This is an optimization exercise on Yosys and OpenROAD, whose aim is small area, a short achievable clock period and few clock cycles per item, not a production implementation.
For this run, only the layout was checked, not whether the RTL still works.
Power is estimated from default activity; no workload was simulated.

[design/flow/run.sh]
#!/bin/bash
# synth_recipe.tcl (not shown) runs the flow's synth.tcl, then flattens the netlist and writes it again
# the make line also repeats each setting of config.mk as NAME=value (left out here)
make -C /OpenROAD-flow-scripts/flow DESIGN_CONFIG=/design/flow/config.mk WORK_HOME=/design/flow/orfs CLKGATE_MAP_FILE= SYNTH_SCRIPT=/design/flow/synth_recipe.tcl finish
[design/flow/config.mk]
export PLATFORM = sky130hd
export DESIGN_NAME = mdu_top
export DESIGN_NICKNAME = mdu_top
export VERILOG_FILES = /design/flow/design.v
export SDC_FILE = /design/flow/constraint.sdc
export NUM_CORES = 4
export LEC_CHECK = 0
export ABC_AREA = 1
export CAP_MARGIN = 30
export CORE_MARGIN = 2
export CORE_UTILIZATION = 40
export SETUP_SLACK_MARGIN = 5
export SLEW_MARGIN = 30
[design/flow/constraint.sdc]
create_clock -name core_clock -period 13.0 [get_ports {clk}]
set_input_delay 2.6000 -clock core_clock [delete_from_list [all_inputs] [get_ports {clk}]]
set_output_delay 2.6000 -clock core_clock [all_outputs]
set_load 0.01 [all_outputs]
[design/flow/design.v]
package rv32i_types;
    typedef enum logic [2:0] {
        mult_op_mul    = 3'd0,
        mult_op_mulh   = 3'd1,
        mult_op_mulhsu = 3'd2,
        mult_op_mulhu  = 3'd3,
        mult_op_div    = 3'd4,
        mult_op_divu   = 3'd5,
        mult_op_rem    = 3'd6,
        mult_op_remu   = 3'd7
    } mult_ops;
endpackage
module mdu_thermo (
    input  logic [31:0] x,
    output logic [32:0] t
);
    logic [31:0] r;
    always_comb begin
        for (int i = 0; i < 32; i++) r[i] = x[31 - i];
        for (int d = 1; d < 32; d = d * 2)
            for (int i = 2 * d - 1; i < 32; i = i + 2 * d) r[i] = r[i] | r[i - d];
        for (int d = 16; d >= 1; d = d / 2)
            for (int i = 3 * d - 1; i < 32; i = i + 2 * d) r[i] = r[i] | r[i - d];
        t[32] = 1'b0;
        for (int i = 0; i < 32; i++) t[i] = r[31 - i];
    end
endmodule
module mdu_thermo_len #(parameter int W = 33, parameter int LW = 6) (
    input  logic [W-1:0]  t,
    output logic [LW-1:0] len
);
    always_comb begin
        len = '0;
        for (int i = 0; i < W; i++) begin
            if (t[i] && (i == W - 1 || !t[(i == W - 1) ? i : i + 1])) len = len | LW'(i + 1);
        end
    end
endmodule
module mdu_bk_add #(parameter int W = 32) (
    input  logic [W-1:0] a,
    input  logic [W-1:0] b,
    input  logic         cin,
    output logic [W-1:0] sum,
    output logic         cout
);
    logic [W-1:0] p, g, gg, pp;
    always_comb begin
        p  = a ^ b;
        g  = a & b;
        gg = g;
        pp = p;
        gg[0] = g[0] | (p[0] & cin);
        for (int d = 1; d < W; d = d * 2) begin
            for (int i = 2 * d - 1; i < W; i = i + 2 * d) begin
                gg[i] = gg[i] | (pp[i] & gg[i - d]);
                pp[i] = pp[i] & pp[i - d];
            end
        end
        for (int d = 1 << ($clog2(W) - 1); d >= 1; d = d / 2) begin
            for (int i = 3 * d - 1; i < W; i = i + 2 * d) begin
                gg[i] = gg[i] | (pp[i] & gg[i - d]);
                pp[i] = pp[i] & pp[i - d];
            end
        end
        sum[0] = p[0] ^ cin;
        for (int i = 1; i < W; i++) sum[i] = p[i] ^ gg[i-1];
        cout = gg[W-1];
    end
endmodule
module mdu_bk_inc #(parameter int W = 32) (
    input  logic [W-1:0] a,
    input  logic         cin,
    output logic [W-1:0] sum
);
    logic [W-1:0] pp;
    always_comb begin
        pp = a;
        pp[0] = a[0] & cin;
        for (int d = 1; d < W; d = d * 2) begin
            for (int i = 2 * d - 1; i < W; i = i + 2 * d)
                pp[i] = pp[i] & pp[i - d];
        end
        for (int d = 1 << ($clog2(W) - 1); d >= 1; d = d / 2) begin
            for (int i = 3 * d - 1; i < W; i = i + 2 * d)
                pp[i] = pp[i] & pp[i - d];
        end
        sum[0] = a[0] ^ cin;
        for (int i = 1; i < W; i++) sum[i] = a[i] ^ pp[i-1];
    end
endmodule
module mul_unit
(
    input  logic         clk,
    input  logic         rst,
    input  logic         in_valid,
    input  logic [2:0]   in_op,
    input  logic [31:0]  in_rs1,
    input  logic [31:0]  in_rs2,
    output logic         out_valid,
    output logic [31:0]  out_data
);
    localparam logic [1:0] S_IDLE  = 2'd0;
    localparam logic [1:0] S_SETUP = 2'd1;
    localparam logic [1:0] S_ITER  = 2'd2;
    localparam logic [1:0] S_OUT   = 2'd3;
    logic [1:0]  state;
    logic [31:0] H, L, M;
    logic [5:0]  kq;            
    logic [4:0]  cnt;           
    logic [6:0]  nb;            
    logic        is_div, minv, neg, sel_h;
    logic        op_div, signed_a, signed_b, sa, sb;
    assign op_div   = in_op[2];
    assign signed_a = (in_op == 3'd0) || (in_op == 3'd1) || (in_op == 3'd2) ||
                      (in_op == 3'd4) || (in_op == 3'd6);
    assign signed_b = (in_op == 3'd0) || (in_op == 3'd1) ||
                      (in_op == 3'd4) || (in_op == 3'd6);
    assign sa = signed_a & in_rs1[31];
    assign sb = signed_b & in_rs2[31];
    logic [31:0] va, vb;
    assign va = in_rs1 ^ {32{sa}};
    assign vb = in_rs2 ^ {32{sb}};
    logic [32:0] ta, tb, ta_over, tb_over, tm;
    mdu_thermo th_a (.x(va), .t(ta));
    mdu_thermo th_b (.x(vb), .t(tb));
    assign ta_over = sa ? {ta[31:0], 1'b1} : ta;
    assign tb_over = sb ? {tb[31:0], 1'b1} : tb;
    assign tm      = ta_over & tb_over;           
    logic        swap, div_short;
    assign swap      = |(tb_over & ~ta_over);     
    assign div_short = |(tb & ~ta_over);          
    logic [31:0] abs_a, abs_b;
    mdu_bk_inc #(.W(32)) inc_a (.a(va), .cin(sa), .sum(abs_a));
    mdu_bk_inc #(.W(32)) inc_b (.a(vb), .cin(sb), .sum(abs_b));
    logic [5:0]  tk6;
    logic [2:0]  k_mul;
    logic [5:0]  kq_mul;
    always_comb for (int j = 0; j <= 5; j++) tk6[j] = tm[6*j];
    mdu_thermo_len #(.W(6), .LW(3)) len_k (.t(tk6), .len(k_mul));
    assign kq_mul = {1'b0, k_mul, 2'b00} + {2'b00, k_mul, 1'b0};
    logic [31:0] h_mul, m_mul;
    logic [6:0]  nb_mul;
    assign h_mul  = swap ? abs_a : abs_b;
    assign m_mul  = swap ? abs_b : abs_a;
    assign nb_mul = 7'({6'b0, h_mul, 1'b0} >> (kq_mul - 6'd6));
    logic [5:0]  la_over, lb;
    mdu_thermo_len #(.W(33), .LW(6)) len_a (.t(ta_over), .len(la_over));
    mdu_thermo_len #(.W(33), .LW(6)) len_b (.t(tb),      .len(lb));
    logic [6:0]  n_div;
    logic [4:0]  k_div;
    logic        in_dz;
    assign n_div = {1'b0, la_over} - {1'b0, lb} + 7'd1;
    assign k_div = (n_div >= 7'd32) ? 5'd16 : 5'((n_div[5:0] + 6'd1) >> 1);
    assign in_dz = (in_rs2 == 32'd0);
    localparam int W = 40;
    function automatic logic [W-1:0] booth_pp(input logic [2:0] t, input logic [31:0] m);
        logic        one, two, ng;
        logic [W-1:0] mag;
        one = t[1] ^ t[0];
        two = t[2] ? (~t[1] & ~t[0]) : (t[1] & t[0]);
        ng  = t[2];
        mag = one ? W'(m) : (two ? W'({m, 1'b0}) : '0);
        booth_pp = mag ^ {W{ng}};
    endfunction
    function automatic logic [2*W-1:0] csa(input logic [W-1:0] a, input logic [W-1:0] b,
                                          input logic [W-1:0] c);
        csa = {(a & b | a & c | b & c) << 1, a ^ b ^ c};
    endfunction
    logic [W-1:0]   p0, p1, p2, ol;
    logic [2*W-1:0] ca, cs;
    assign p2 = booth_pp(nb[6:4], M) << 4;
    assign p1 = booth_pp(nb[4:2], M) << 2;
    assign p0 = booth_pp(nb[2:0], M);
    assign ol = {2'b00, L, 1'b0, nb[6], 1'b0, nb[4], 1'b0, nb[2]};
    assign ca = csa(ol, p2, p1);
    assign cs = csa(ca[W-1:0], ca[2*W-1:W], p0);
    logic [33:0] x1, x2, y, s1;
    logic        q1, q2;
    logic [31:0] l1, l2;
    assign x1 = {1'b0, L, nb[6]};
    assign y  = {2'b11, M};
    assign s1 = x1 + y + 34'(minv);
    assign q1 = ~s1[33];
    assign l1 = q1 ? s1[31:0] : x1[31:0];
    logic [W-1:0] sa2, sb2, s2;
    assign x2  = {1'b0, l1, nb[5]};
    assign sa2 = is_div ? W'(x2)              : cs[W-1:0];
    assign sb2 = is_div ? {{(W-34){1'b1}}, y} : cs[2*W-1:W];
    assign s2  = sa2 + sb2 + W'(is_div & minv);
    assign q2  = ~s2[W-1];
    assign l2  = q2 ? s2[31:0] : x2[31:0];
    logic [31:0] below, below_next, used, hc;
    always_comb begin
        for (int i = 0; i < 32; i++) begin
            below[i]      = (i < 32'(kq));
            below_next[i] = (i < 32'(kq)) && (i + (is_div ? 2 : 6) < 32'(kq));
        end
    end
    assign used = below & ~below_next;
    assign hc   = H & ~used;
    logic [25:0] ones, zeros, h_pm;
    always_comb begin
        ones[0]  = 1'b1;
        zeros[0] = 1'b1;
        for (int i = 1; i < 26; i++) begin
            ones[i]  = ones[i-1] & hc[i-1];
            zeros[i] = zeros[i-1] & ~hc[i-1];
        end
    end
    assign h_pm = hc[25:0] ^ (s2[39] ? zeros : (s2[38] ? ones : 26'd0));
    logic [31:0] h_next, l_next;
    assign h_next = is_div ? {hc[29:0], q1, q2} : {h_pm, s2[37:32]};
    assign l_next = is_div ? l2 : s2[31:0];
    logic [5:0]  pn;
    logic [6:0]  nb_sel;
    assign pn     = (state == S_SETUP) ? kq : kq - (is_div ? 6'd2 : 6'd6);
    assign nb_sel = 7'({H, 7'b0} >> pn);              
    logic [31:0] shr;
    assign shr = (kq == 6'd32) ? 32'd0 : (H >> kq[4:0]);
    logic [31:0] v;
    logic        cin_out;
    assign v         = sel_h ? H : L;
    assign cin_out   = (sel_h && !is_div) ? (L == 32'd0) : 1'b1;
    assign out_data  = neg ? (~v + 32'(cin_out)) : v;
    assign out_valid = (state == S_OUT) && in_valid;
    always_ff @(posedge clk) begin
        is_div <= op_div;
        if (op_div) begin
            kq    <= (in_dz || div_short) ? 6'd0 : {k_div, 1'b0};
            M     <= in_rs2 ^ {32{~sb}};
            minv  <= ~sb;
            neg   <= in_op[1] ? sa : (sa ^ sb) & ~in_dz;
            sel_h <= ~in_op[1];
        end else begin
            kq    <= kq_mul;
            M     <= m_mul;
            minv  <= 1'b0;
            neg   <= sa ^ sb;
            sel_h <= (in_op != 3'd0);
        end
    end
    always_ff @(posedge clk) begin
        unique case (state)
            S_SETUP: begin
                L <= shr;
                H <= H & below;
            end
            S_ITER: begin
                H <= h_next;
                L <= l_next;
            end
            default: begin
                if (op_div) begin
                    H <= in_dz ? 32'hFFFFFFFF : (div_short ? 32'd0 : abs_a);
                    L <= abs_a;
                end else begin
                    H <= h_mul;
                    L <= nb_mul[6] ? m_mul : 32'd0;
                end
            end
        endcase
        nb  <= (state == S_IDLE) ? nb_mul : {nb_sel[6:1], nb_sel[0] & (cnt != 5'd2)};
        cnt <= (state == S_ITER) ? cnt - 5'd1 : (op_div ? k_div : 5'(k_mul));
    end
    always_ff @(posedge clk) begin
        if (rst || !in_valid) begin
            state <= S_IDLE;
        end else begin
            unique case (state)
                S_IDLE: begin
                    if (op_div) state <= (in_dz || div_short) ? S_OUT : S_SETUP;
                    else        state <= (k_mul == 3'd0) ? S_OUT : S_ITER;
                end
                S_SETUP: state <= S_ITER;
                S_ITER:  if (cnt == 5'd1) state <= S_OUT;
                S_OUT:   state <= S_IDLE;
            endcase
        end
    end
endmodule
module mdu_top
(
    input  logic         clk,
    input  logic         rst,
    input  logic         in_valid,
    input  logic [2:0]   in_op,
    input  logic [31:0]  in_rs1,
    input  logic [31:0]  in_rs2,
    input  logic [31:0]  in_pc,
    input  logic [31:0]  in_inst,
    input  logic [4:0]   in_rd_addr,
    input  logic [4:0]   in_rs1_addr,
    input  logic [4:0]   in_rs2_addr,
    input  logic         in_regf_we,
    input  logic [4:0]   in_rob_idx,
    output logic         out_valid,
    output logic [31:0]  out_rd_data,
    output logic [31:0]  out_pc,
    output logic [31:0]  out_inst,
    output logic [4:0]   out_rd_addr,
    output logic [4:0]   out_rs1_addr,
    output logic [4:0]   out_rs2_addr,
    output logic         out_regf_we,
    output logic [4:0]   out_rob_idx
);
    mul_unit mul_inst (
        .clk      (clk),
        .rst      (rst),
        .in_valid (in_valid),
        .in_op    (in_op),
        .in_rs1   (in_rs1),
        .in_rs2   (in_rs2),
        .out_valid(out_valid),
        .out_data (out_rd_data)
    );
    assign out_pc       = in_pc;
    assign out_inst     = in_inst;
    assign out_rd_addr  = in_rd_addr;
    assign out_rs1_addr = in_rs1_addr;
    assign out_rs2_addr = in_rs2_addr;
    assign out_regf_we  = in_regf_we;
    assign out_rob_idx  = in_rob_idx;
endmodule
==> run notes <==
## power groups by stage
stage	sequential (mW)	clock, mW	combinational (mW)
2_1_floorplan	0.618	0	5.44
3_3_place_gp	0.822	0	7.69
3_5_place_dp	0.816	0	7.66
4_1_cts	0.808	0.516	7.76
5_1_grt	0.832	0.526	8.81
6_report	0.844	0.511	8.01
## synthesized netlist by cell type, drive strengths merged (12+ instances only)
cell type	n	share of area, %
a211oi	14	0.40
a21oi	259	5.0
a221oi	25	0.83
a31oi	57	1.4
buf	166	4.3
clkbuf	140	2.0
clkinv	18	0.26
dfxtp	119	9.1
fa	75	5.7
ha	151	7.2
inv	572	8.2
mux2i	17	0.65
nand2	990	14
nand3	419	8.1
nand4	76	1.8
nor2	337	5.3
nor3	44	0.88
nor4	25	0.60
o211ai	30	0.95
o21ai	502	9.6
o21bai	12	0.34
o221ai	20	0.67
o22ai	23	0.55
or2	41	0.98
xnor2	62	2.1
xor2	178	6.1
## repair_timing
item | CTS | global route
pin swaps | 5 | 3
gates cloned | 5 | 3
resized for setup | 36 | 36
endpoints found under the setup margin | 94 | 73
buffers inserted | 6 | 4
## kinds of logic after synthesis
logic type | Yosys count
AOI/OAI and AO/OA | 1011
DFF | 119
and+or+nand+nor | 1954
xor gates and xnor gates | 240
adders and majority gates | 226
muxes | 18
buffers and inverters | 896
## sequential cells by signal, indices dropped and copies added, names as in the netlist
| name | cells |
|---|---|
| mul_inst.kq | 5 |
| mul_inst.L | 32 |
| mul_inst.M | 32 |
| mul_inst.sel_h | 1 |
| mul_inst.minv | 1 |
| mul_inst.state | 2 |
| mul_inst.cnt | 5 |
| mul_inst.nb | 7 |
| mul_inst.H | 32 |
| mul_inst.neg | 1 |
| mul_inst.is_div | 1 |
## worst register-to-register path, delay by kind of cell, from the launching register on
kind,cells,cell delay [ns]
and+or+nand+nor,22,3.27
AOI/OAI and AO/OA,5,1.47
adders and majority gates,3,1.05
buffers and inverters,6,0.86
DFF,1,0.45
xor gates and xnor gates,1,0.17
muxes,1,0.14
## final cells by class
class,count,share of cell area [%]
clock inverters,15,0.6849
clock buffers,17,1.512
multi-input cells,3453,71.96
flip-flops and latches,119,8.499
well taps,855,3.803
repair buffers,158,5.542
repair inverters,1,0.01779
inverters,590,7.979
## per-layer routing
| layer | track usage, % | vias to the layer above | share of wire [%] |
|---|---|---|---|
| met1 | 48.68 | 14390 | 41 |
| met4 | 21.51 | 2 | 6.8 |
| li1 | - | 14540 | - |
| met2 | 53.96 | 2011 | 42 |
| met5 | 0 | - | 0.0079 |
| met3 | 6.813 | 352 | 11 |
## through the flow
| stage | utilization (%) | hold slack, ns | power (mW) |
|---|---|---|---|
| final | 43.48 | 0.5125 | 9.364 |
| after global routing | 43.48 | 0.5427 | 10.16 |
| after CTS | 43.14 | 0.5179 | 9.084 |
| after detailed placement | 41.78 | 0.5085 | 8.478 |
| after global placement | 41.77 | 0.4995 | 8.510 |
| after floorplan | - | 0.4713 | 6.059 |
## how the worst max path moves through the flow
stage                            to  slack (ns)  depth (start not counted)
global route         mul_inst.H[24]        4.99                         32
global placement     mul_inst.L[22]        3.10                         24
floorplan            mul_inst.L[16]        6.22                         33
detailed placement   mul_inst.L[11]        3.00                         24
finish              mul_inst.cnt[1]        5.25                         35
CTS                 mul_inst.cnt[1]        5.01                         26
==> impl_metrics.toml <==
[place]
place.port_buffers = 102
dp.cells = 5158
gp_congestion = 1.095
dp_hpwl_um = 101000
place_area_um2 = 27030
post-place-ws_ns = 2.996

[power_and_ir_drop]
clock_power_share_pct = 5.5
p_leak_nw = 13.40
peakVddDrop_mv = 0.1696
power_density_nw_per_um2 = 332.9
internal-power_mw = 3.456
seqPwrFrac_pct = 9.0
switching_power_mw = 5.909
switching_share_pct = 63.10
power_frac_comb_pct = 85.5

[clock_network]
cts_tree = "built"
numCtsBuffers = 17
clk_pin_slew_ns = 0.06
root_buffer = "clkbuf_16"
clk_latency_ns = 0.46
postCtsHoldBufs = 0
cts_max_level = 4
cts_buffer_depth = 2
clkSinkCount = 119

[final_layout]
stdcell_area_um2 = 28130
insertedDiodeCount = 0
multi_input_area_um2 = 20240
syn_to_final_growth_pct = 7.189
nNetsFinal = 4721
layout_common_cells = "nand2_1, inv_1, o21ai_0, nand3_1, nor2_1"
drive_gt1_share_pct = 5.536
regArea_um2 = 2391
layout_commonest_cell = "nand2_1"
finalNonFillerCells = 5208
fillers = 7194

[timing]
slew_viol_final = 0
setup_viol = 0
setup_tns_ns = 0
fin_ws_ns = 5.251
relSlewSlack_pct = 29.56
finalHoldViolations = 0
finalCritPeriodShare_pct = 59.61
finClkSkew_ns = 0.01384
rsz0062_at_grt = "yes"
worst-slew-pin-transition_ns = 1.053
period_needed_ns = 7.749
max_freq_mhz = 129.0

[setup_path]
startpoint_type = "input port"
crit_start = "in_op[2]"
required_ns = 13.38
r2r_slack_ns = 5.47
rr_worst_depth = 38
crit_top_cell = "nand2_1"
slowest_stage = "fa_1"
r2r-start = "mul_inst.nb[6]"
crit_path_max_fanout = 34
critPathArrivalTime_ns = 8.13
crit_type = "input port to flip-flop"
endpoint_kind = "flip-flop"
worstReg2RegEnd = "mul_inst.H[24]"
cpPeakStageDelay_ns = 0.39
cpLargestDelayFamily = "simple AND/OR/NAND/NOR gates"
path_buf_inv = 8

[routing]
route.vias.total = 31300
wl_um = 126200
firstDrtPassIters = 9
remaining_drc_errors = 0
initialDrtViolationCount = 4526
detail_route.wl_per_cell_um = 24.23
via_per_inst = 6.010
ant_nets = 0

[outcome]
status = "no timing/DRC/antenna violations"

[grt]
grt-ovfl-total = 0
antenna_found_initial = 2
grt_use_total_pct = 36.31
grt_pass1_vias = 28890
grt_max_degree = 98
grt_pass1_wl_um = 185100

[logic_synthesis]
syn_inst = 4464
ys_seq_area_share_pct = 9.077
synth_compound_area_share_pct = 21.87
synthXorXnorAreaFrac_pct = 8.124
synth_top_family_by_area = "simple AND/OR/NAND/NOR gates"
synth_area_um2 = 26250
synth_edf_count = 0
yosys.area_share.simple_pct = 32.59
synth_fa_ha_area_share_pct = 12.92
synth_mux_area_share_pct = 0.6913
async_reset_ff_share_pct = 0
yosys_warnings = 5
syn_nets = 4845
synthFlopType = "dfxtp_1"
synth_cell_types = 69
yosys_register_bits = 119
syn_avg_cell_area_um2 = 5.879

[min_path]
hold_end = "mul_inst.state[1]"
min_from = "mul_inst.state[1]"
hold_path_depth = 2
holdCritPathClass = "flip-flop to flip-flop"

[die]
start_util_pct = 40.57
core_um2 = 64700
ios = 273
die_y_um = 260.2
die_width_um = 260.2
die-area_um2 = 67680
rows = 93

[run]
max_cap_viol_count = 0

[separate check: timing with driven ports]
In the flow no input, the clock included, has a driving cell. The finished layout below was timed again as built, in two steps.
Step 1 sets driving cells, clkbuf_16 on the clock port and buf_2 on the other inputs (assumed; they add their load-dependent delay and slew).
Step 2 also shifts input and output timing later by t, the mid clock arrival at the registers, as if the neighbouring blocks saw the same clock.
Three values: no drivers, after step 1, after step 2; two values: the first two.
t (ns): 0.504
slack for setup (ns): 5.251 / 5.279 / 4.775
pins driven straight from the clock port: 1
After both steps setup and hold are still met in this run. The setup slack of this run moves by +0.028 ns with the drivers and by -0.476 ns with both steps.
